Background: an optimization exercise with open tools, aiming at small area and a short achievable clock period. Do not read the settings as production practice.
Function was not checked in any run shown here: the RTL went through the layout flow alone.
Power is estimated from default activity; no workload was simulated.

==> flow/design.v (outline; a module is shown in full before it is edited, if it fits) <==
// module div_uu: 11769 lines
// module g0: 5 lines
// module g1: 5 lines
// module g2: 5 lines
// module g3: 5 lines
// module g4: 5 lines
// module g5: 5 lines
// module g6: 5 lines
// module g7: 5 lines
// module g8: 5 lines
// module g9: 5 lines
// module g10: 5 lines
// module g11: 5 lines
// module g12: 5 lines
// module g13: 5 lines
// module g14: 5 lines
// module g15: 5 lines
// module g16: 5 lines
// module g17: 5 lines
// module g18: 5 lines
// module g19: 5 lines
// module g20: 5 lines
module div_uu(clk, rst, ena, iready, z, d, q, s, div0, ovf, oready);
  // ...
==> flow/run.sh <==
#!/bin/bash
# synth_recipe.tcl (not shown) runs the flow's synth.tcl, then flattens the netlist and writes it again
# the make line also repeats each setting of config.mk as NAME=value (left out here)
make -C /OpenROAD-flow-scripts/flow DESIGN_CONFIG=/design/flow/config.mk WORK_HOME=/design/flow/orfs CLKGATE_MAP_FILE= SYNTH_SCRIPT=/design/flow/synth_recipe.tcl finish
==> flow/config.mk <==
export PLATFORM = sky130hd
export DESIGN_NAME = div_uu
export DESIGN_NICKNAME = div_uu
export VERILOG_FILES = /design/flow/design.v
export SDC_FILE = /design/flow/constraint.sdc
export NUM_CORES = 4
export LEC_CHECK = 0
export CAP_MARGIN = 20
export CORE_MARGIN = 2
export CORE_UTILIZATION = 50
export SETUP_SLACK_MARGIN = 2.9
export SLEW_MARGIN = 20
export SYNTH_HIERARCHICAL = 1
export SYNTH_MINIMUM_KEEP_SIZE = 0
==> flow/constraint.sdc <==
create_clock -name core_clock -period 5.5 [get_ports {clk}]
set_input_delay 1.1000 -clock core_clock [delete_from_list [all_inputs] [get_ports {clk}]]
set_output_delay 1.1000 -clock core_clock [all_outputs]
set_load 0.01 [all_outputs]
==> impl_metrics.py, run 1 <==
metrics = {
    "cts": {
        "cts_setup_buffers": 179,
        "cts_buffer_depth": 4,
    },
    "synthesis": {
        "synth.largest_area_cell": "edfxtp_1",
        "async_reset_ff_share_pct": 0,
        "yosysMostFrequentCell": "edfxtp_1",
        "synth-adder-area-share_pct": 0,
        "synthCells": 14700,
        "netlist.area_leader.share_pct": 58.6,
        "synth_simple_gate_area_share_pct": 8.91,
    },
    "worst_setup_path": {
        "r2r_cells": 8,
        "ff2ff_setup_slack_ns": 2.93,
    },
    "timing": {
        "hold_viol_final": 0,
        "postLayoutSetupSlackWorst_ns": 2.88,
        "tightest_slew_ns": 0.914,
        "max_freq_mhz": 382,
        "maxSlewViolCount": 0,
        "period_needed_ns": 2.62,
    },
    "power": {
        "p_int_mw": 68.1,
        "comb_cell_power_mw": 47.3,
    },
    "cells_and_area": {
        "fin_util_pct": 58.6,
        "clkbuf_count": 426,
        "multi_input_cells": 9607,
        "final_common_cell": "edfxtp_1",
        "final_cell_count_no_fill": 20400,
        "regMostFlops": "Z0",
        "seq_cell_count": 3202,
        "nNetsFinal": 15900,
    },
    "hold_path": {
        "min_to": "X21[4]",
    },
    "floorplan": {
        "die_h_um": 574,
        "die_x_um": 574,
    },
    "route": {
        "drc": 0,
        "drt-met1-wl_mm": 135,
        "maxUsedRoutingLayer": "met4",
        "dr_wl_met3_mm": 11.0,
        "finalWirelength_mm": 341,
        "wl_met2_mm": 182,
    },
    "global_routing": {
        "overflow": 0,
    },
    "place": {
        "hpwl_mm": 242,
    },
    "run_status": {
        "outcome": "no timing/DRC/antenna violations",
    },
    "run": {
        "cap_viol_max_count": 0,
    },
}
==> run 2: changes to the inputs <==
==> flow/flow/run.sh (new file) <==
#!/bin/bash
# Standard layout, with one change: after the standard synthesis, every
# sky130_fd_sc_hd__a21oi_2 that synthesis picked for a gate module is set
# back to sky130_fd_sc_hd__a21oi_1 (same pins and function); the later
# repair steps size up again whatever timing needs.
set -euo pipefail
bash standard.sh synth > synth.log 2>&1
R=orfs/results/${FLOW_PLATFORM}/div_uu/base
grep -c 'sky130_fd_sc_hd__a21oi_2 ' "$R/1_2_yosys.v" > downsize.log || true
sed -i 's/\bsky130_fd_sc_hd__a21oi_2 /sky130_fd_sc_hd__a21oi_1 /' "$R/1_2_yosys.v"
grep -c 'sky130_fd_sc_hd__a21oi_1 ' "$R/1_2_yosys.v" >> downsize.log || true
rm -f "$R/1_synth.odb" "$R/1_synth.sdc"
bash standard.sh finish > finish.log 2>&1
==> flow/standard.sh (new file) <==
#!/bin/bash
# synth_recipe.tcl (not shown) runs the flow's synth.tcl, then flattens the netlist and writes it again
# the make line also repeats each setting of config.mk as NAME=value (left out here)
make -C /OpenROAD-flow-scripts/flow DESIGN_CONFIG=/design/flow/config.mk WORK_HOME=/design/flow/orfs CLKGATE_MAP_FILE= SYNTH_SCRIPT=/design/flow/synth_recipe.tcl "${@:-finish}"
removed: flow/run.sh
==> run 2 against run 1 <==
  * Global-route usage is 1.8 points lower
  * Clock-buffer cell count is 9 higher
  * Clock power hardly changed
  * Flip-flop and latch count stayed put
  * Largest cell class unchanged
  * Setup slack better by 0.035 ns
  * Register-to-register slack hardly changed
  * Non-clock buffer count is 181 lower
  * Largest power group unchanged
  * Highest routed layer unchanged
==> impl_metrics.py, run 2 <==
metrics = {
    "floorplan": {
        "die-area_um2": 315000,
        "core_um2": 309000,
        "die_h_um": 562,
        "ios": 167,
        "die_x_um": 562,
        "start_util_pct": 50.3,
        "fp-row-count": 204,
    },
    "hold_path": {
        "min-delay-start": "O13",
        "whs_path_depth": 0,
        "hold_path_class": "flop to flop",
    },
    "synthesis": {
        "syn_nets": 14800,
        "avgSynthCellArea_um2": 10.5,
        "synthCells": 14700,
        "syn_area_um2": 155000,
        "yosys_warnings": 7,
    },
    "cells_and_area": {
        "syn_to_final_growth_pct": 15.9,
        "largest_reg_flops": 64,
        "final_common_cell": "edfxtp_1",
        "final.fill_count": 25600,
        "final_cell_area_um2": 180000,
        "nNetsFinal": 15700,
        "most-common-layout-cells": "3169 x edfxtp_1, 1892 x inv_1, 1814 x nand2_1",
        "fin_util_pct": 58.3,
        "regMostFlops": "Z0",
        "drive_gt1_share_pct": 10.0,
        "final_cell_count_no_fill": 20000,
    },
    "cts": {
        "cts_inserted_buffers": 350,
        "path_clk_slew_ns": 0.06,
        "cts_tree": "built",
        "cts_sinks": 3202,
        "htreeDepth": 5,
        "clock_latency_ns": 0.92,
        "cts_buffer_depth": 4,
        "root_buffer": "clkbuf_16",
    },
    "power": {
        "p_int_mw": 65.2,
        "power_switching_mw": 37.7,
        "ir_drop_v": 0.000308,
        "sw_frac_of_total_pct": 36.6,
        "power.total_mw": 103,
        "p_clk_share_pct": 21.9,
        "comb_power_share_pct": 39.5,
        "seqPwrFrac_pct": 38.6,
        "p_per_area_nw_per_um2": 571,
        "leakagePower_nw": 72.3,
    },
    "timing": {
        "period_share_pct": 47.0,
        "skew_ns": 0.0527,
        "setup_violations": 0,
        "tightest_slew_ns": 1.05,
        "slew-limit-headroom_pct": 29.8,
        "period_needed_ns": 2.59,
        "max_freq_mhz": 387,
        "maxSlewViolCount": 0,
        "finalSetupTns_ns": 0,
        "hold_viol_final": 0,
        "rsz0062_at_grt": "true",
    },
    "route": {
        "dr_wl_met3_mm": 8.05,
        "first_pass_iters": 6,
        "drc": 0,
        "maxUsedRoutingLayer": "met4",
        "drt-met1-wl_mm": 113,
        "avgViaCountPerCell": 5.10,
        "ant_nets": 0,
        "avgRoutedWirePerCell_um": 14.8,
        "wl_met2_mm": 164,
        "dr_total_vias": 102000,
        "finalWirelength_mm": 296,
        "drtIter0Drc": 5427,
    },
    "global_routing": {
        "grt_start_max_net_pins": 171,
        "antenna_found_initial": 1,
        "overflow": 0,
        "grt_pass1_wl_mm": 470,
        "grtUsageTotal_pct": 18.1,
        "grt_pass1_vias": 97000,
    },
    "worst_setup_path": {
        "critPathTopFamily": "flip-flops",
        "max_stage_delay_ns": 0.41,
        "cp.buffers_inverters": 1,
        "setup.worst_path.class": "flop to output port",
        "crit_chain": "buf_2",
        "crit_arrival_ns": 1.49,
        "critPathMaxFanout": 1,
        "setup.worst_path.start": "q[20]",
        "r2r_start": "R20[15]",
        "r2r_cells": 12,
        "end_kind": "output port",
        "start_kind": "flop",
        "critPathRequiredTime_ns": 4.40,
        "crit_cells": 1,
        "cp_slowest_cell": "edfxtp_1",
    },
    "run": {
        "cap_viol_max_count": 0,
    },
    "place": {
        "numPortBuffers": 166,
        "dp.cells": 19100,
        "hpwl_mm": 208,
        "place_area_um2": 164000,
        "gp_congestion": 0.865,
    },
    "run_status": {
        "outcome": "no timing/DRC/antenna violations",
    },
}
run 2: cell types whose count changed in the layout (fill, tap and decap cells not counted), moves of 18 or more:
cell,before,now
buf_4,425,258
nor2_2,200,121
nand2_2,106,62
buf_12,109,91
nor2_1,1600,1724
o21ai_1,1637,1726
nand2_1,1772,1814
o21ai_4,71,35
o21ai_2,153,100
a21oi_1,0,1646
nor2_4,141,94
a21oi_2,1800,161
run 2: layout make-up:
cell class                      instances  area [um2]  area share (%)
Inverter                             1920        7310            4.05
Clock inverter                        195        1820            1.01
Antenna cell                            1        2.50         0.00139
Timing Repair Buffer                  539        5350            2.97
Tap cell                             4120        5150            2.86
Sequential cell                      3202       95800            53.2
Multi-Input combinational cell       9605       55500            30.8
Clock buffer                          435        9230            5.12
run 2: routing by layer:
| layer | global-route usage, % | vias up |
|---|---|---|
| met5 | 0 | - |
| met4 | 7.30 | 0 |
| met3 | 2.03 | 601 |
| met2 | 36.3 | 1353 |
| met1 | 18.9 | 47000 |
| li1 | - | 53000 |
run 2: worst paths after layout:
path | endpoint | slack [ns]
worst min register to register | O14 | 0.40
worst min-delay path | O14 | 0.40
worst max-delay path | q[20] | 2.91
worst max register to register | R21[30] | 2.92
run 2: per-stage QoR:
step                      worst slack [ns]  hold WS (ns)
after global placement                1.90         0.400
after global routing                  2.83         0.395
final                                 2.91         0.397
after CTS                             2.81         0.378
after floorplan                       2.81         0.400
after detailed placement              1.86         0.405
run 2: power by group through the flow:
stage / sequential [mW] / combinational (mW) / clock [mW]
finish: 39.7 / 40.7 / 22.6
floorplan: 38.5 / 28.2 / 0
detailed placement: 40.1 / 36.3 / 0
global route: 40.5 / 45.3 / 24.2
CTS: 39.7 / 38.8 / 23.3
global placement: 40.0 / 35.7 / 0
run 2: what timing repair did:
item                       in CTS  in global routing
resized for setup             683                392
pin swaps                     102                130
hold buffers                    0                  0
cloned                          0                  3
setup endpoints to repair    1123                930
buffers inserted              124                143
==> run 3: changes to the inputs <==
--- a/flow/config.mk
+++ b/flow/config.mk
@@ -9,4 +9,5 @@
 export CORE_MARGIN = 2
-export CORE_UTILIZATION = 50
-export SETUP_SLACK_MARGIN = 2.9
+export CORE_UTILIZATION = 55
+export CTS_CLUSTER_SIZE = 30
+export SETUP_SLACK_MARGIN = 3.0
 export SLEW_MARGIN = 20
==> run 3 against run 2 <==
  * Non-clock buffer count is 208 higher
  * Clock skew is 0.0094 ns higher
  * Critical endpoint is now R20[15]
  * Synthesized cell count stayed put
  * Area after synthesis stayed put
  * Register-to-register slack hardly changed
  * First-iteration DRC count is 19% higher
  * Cell area is 2.1% higher
  * Critical path type is now flop to flop
  * Clock-buffer cell count is 32 lower
  * Die area is 9.0% lower
  * Combinational power is about 10% higher
  * Largest cell class unchanged
==> impl_metrics.py, run 3 <==
metrics = {
    "floorplan": {
        "die_h_um": 536,
        "core_um2": 282000,
        "die-area_um2": 287000,
        "ios": 167,
        "start_util_pct": 55.2,
        "die_x_um": 536,
        "fp-row-count": 195,
    },
    "global_routing": {
        "grt_pass1_vias": 105000,
        "grt_pass1_wl_mm": 520,
        "antenna_found_initial": 2,
        "grt_start_max_net_pins": 161,
        "overflow": 0,
        "grtUsageTotal_pct": 22.2,
    },
    "run_status": {
        "outcome": "no timing/DRC/antenna violations",
    },
    "cells_and_area": {
        "nNetsFinal": 15900,
        "most-common-layout-cells": "3169 x edfxtp_1, 1889 x inv_1, 1775 x nand2_1",
        "syn_to_final_growth_pct": 18.4,
        "final_common_cell": "edfxtp_1",
        "final_cell_count_no_fill": 19900,
        "largest_reg_flops": 64,
        "regMostFlops": "Z0",
        "drive_gt1_share_pct": 13.7,
    },
    "timing": {
        "slew-limit-headroom_pct": 23.3,
        "hold_viol_final": 0,
        "setup_violations": 0,
        "maxSlewViolCount": 0,
        "skew_ns": 0.0621,
        "period_share_pct": 46.8,
        "period_needed_ns": 2.58,
        "finalSetupTns_ns": 0,
        "tightest_slew_ns": 1.15,
        "rsz0062_at_grt": "true",
        "max_freq_mhz": 388,
        "postLayoutSetupSlackWorst_ns": 2.92,
    },
    "cts": {
        "holdBufCountCts": 0,
        "cts_buffer_depth": 4,
        "htreeDepth": 5,
        "clock_latency_ns": 0.94,
        "cts_tree": "built",
        "cts_inserted_buffers": 344,
        "cts_sinks": 3202,
        "root_buffer": "clkbuf_16",
        "path_clk_slew_ns": 0.06,
    },
    "place": {
        "place_ws_ns": 1.64,
        "gp_congestion": 0.881,
        "numPortBuffers": 166,
        "dp.cells": 18700,
        "hpwl_mm": 231,
    },
    "worst_setup_path": {
        "r2r_start": "R19[15]",
        "end_kind": "flop",
        "r2r_cells": 9,
        "ff2ff_setup_slack_ns": 2.92,
        "setup.worst_path.class": "flop to flop",
        "critPathRequiredTime_ns": 6.12,
        "start_kind": "flop",
        "critPathMaxFanout": 8,
        "crit_arrival_ns": 3.20,
        "timing.rr.end": "R20[15]",
    },
    "route": {
        "drtIter0Drc": 6466,
        "avgViaCountPerCell": 5.43,
        "first_pass_iters": 6,
        "drc": 0,
        "finalWirelength_mm": 335,
        "dr_total_vias": 108000,
        "ant_nets": 0,
        "avgRoutedWirePerCell_um": 16.9,
    },
    "power": {
        "p_per_area_nw_per_um2": 587,
        "ir_drop_v": 0.000320,
        "leakagePower_nw": 73.9,
        "power.total_mw": 108,
    },
    "synthesis": {
        "syn_area_um2": 155000,
        "yosys_warnings": 7,
        "syn_nets": 14800,
        "avgSynthCellArea_um2": 10.5,
        "synthCells": 14700,
    },
    "hold_path": {
        "min_to": "X2[5]",
        "hold_path_class": "flop to flop",
        "whs_path_depth": 0,
        "min-delay-start": "X1[4]",
    },
    "run": {
        "cap_viol_max_count": 0,
    },
}
## run 3: timing repair
action	in CTS	in global routing
setup endpoints to repair	1123	1101
resized for setup	810	747
pin swaps	153	258
setup buffers	242	268
cloned	1	3
## run 3: cell type report
type / count / area, um2
fill: 21200 / 97500
timing repair buffer: 747 / 7340
inverter: 1920 / 7320
clock inverter: 225 / 2460
multi-input combinational: 9608 / 57500
clock buffer: 403 / 8890
sequential: 3202 / 95800
antenna: 9 / 22.5
tap: 3743 / 4680
## run 3: power breakdown
group          total [mW]  switching (mW)  internal [mW]  leakage, nW
clock                23.1            9.59           13.5         5.49
combinational        44.9            25.9           19.0         37.2
sequential           40.0            5.12           34.9         31.2
## run 3: routing by layer
metal / routed length (um) / share of wire (%) / global-route usage (%) / vias up
met5: 0 / 0 / 0 / -
met4: 16400 / 4.9 / 11.1 / 0
met3: 10900 / 3.3 / 2.37 / 826
met2: 180000 / 54 / 42.5 / 2286
met1: 128000 / 38 / 24.2 / 51300
li1: - / - / - / 53400
## run 3: worst max path at each step
stage	start	to	slack, ns	depth (start not counted)
6_report	R19[15]	R20[15]	2.92	9
5_1_grt	R7[0]	R8[25]	2.84	10
4_1_cts	q[22]	q[22]	2.87	1
3_5_place_dp	R19[15]	R20[15]	1.64	8
3_3_place_gp	R19[15]	R20[15]	1.70	8
2_1_floorplan	N0[0]	R1[24]	3.07	8
## run 3: metrics by stage
step                hold WS, ns  cell area (um2)  util [%]
global placement          0.400           163000      57.9
CTS                       0.380           179000      63.6
finish                    0.391           184000      65.4
detailed placement        0.405           163000      57.9
global route              0.398           184000      65.4
floorplan                 0.400           156000         -
## run 3: worst max-delay path: stages (launching register included)
cell and delay (ns):
edfxtp_1 0.59, nor2_1 0.13, a21oi_2 0.24, o21ai_2 0.16, a21oi_4 0.25, o21ai_4 0.08
buf_12 0.16, a21oi_1 0.21, nand2_4 0.17, mux2i_4 0.29

[separate check: timing with driven ports]
How much do the figures lean on ideal ports? The routed layouts below were timed once more, with nothing changed but the port constraints. Step 1 (the two cells are an assumption about what drives the block):
set clk [get_ports {clk}]
set_driving_cell -lib_cell sky130_fd_sc_hd__clkbuf_16 $clk
set_driving_cell -lib_cell sky130_fd_sc_hd__buf_2 [delete_from_list [all_inputs] $clk]
Step 2 also shifts input and output timing later by t, the mid clock arrival at the registers, as if the neighbouring blocks saw the same clock. Three values: ideal ports, drivers, drivers and shift; two values: the first two.
run | shift t [ns] | setup slack, ns | latest minus earliest clock arrival (ns) | worst slew at a driven data input, ns
run 1 | 1.019 | 2.879 / 2.776 / 2.395 | 0.072 / 0.072 | 0.10
run 2 | 0.997 | 2.914 / 2.813 / 2.330 | 0.075 / 0.075 | 0.08
run 3 | 1.006 | 2.925 / 2.864 / 2.278 | 0.062 / 0.063 | 0.08
After both steps setup and hold are still met in every run listed. For run 3, which loses most, drivers alone change the setup slack by -0.061 ns; drivers and shift together by -0.647 ns.
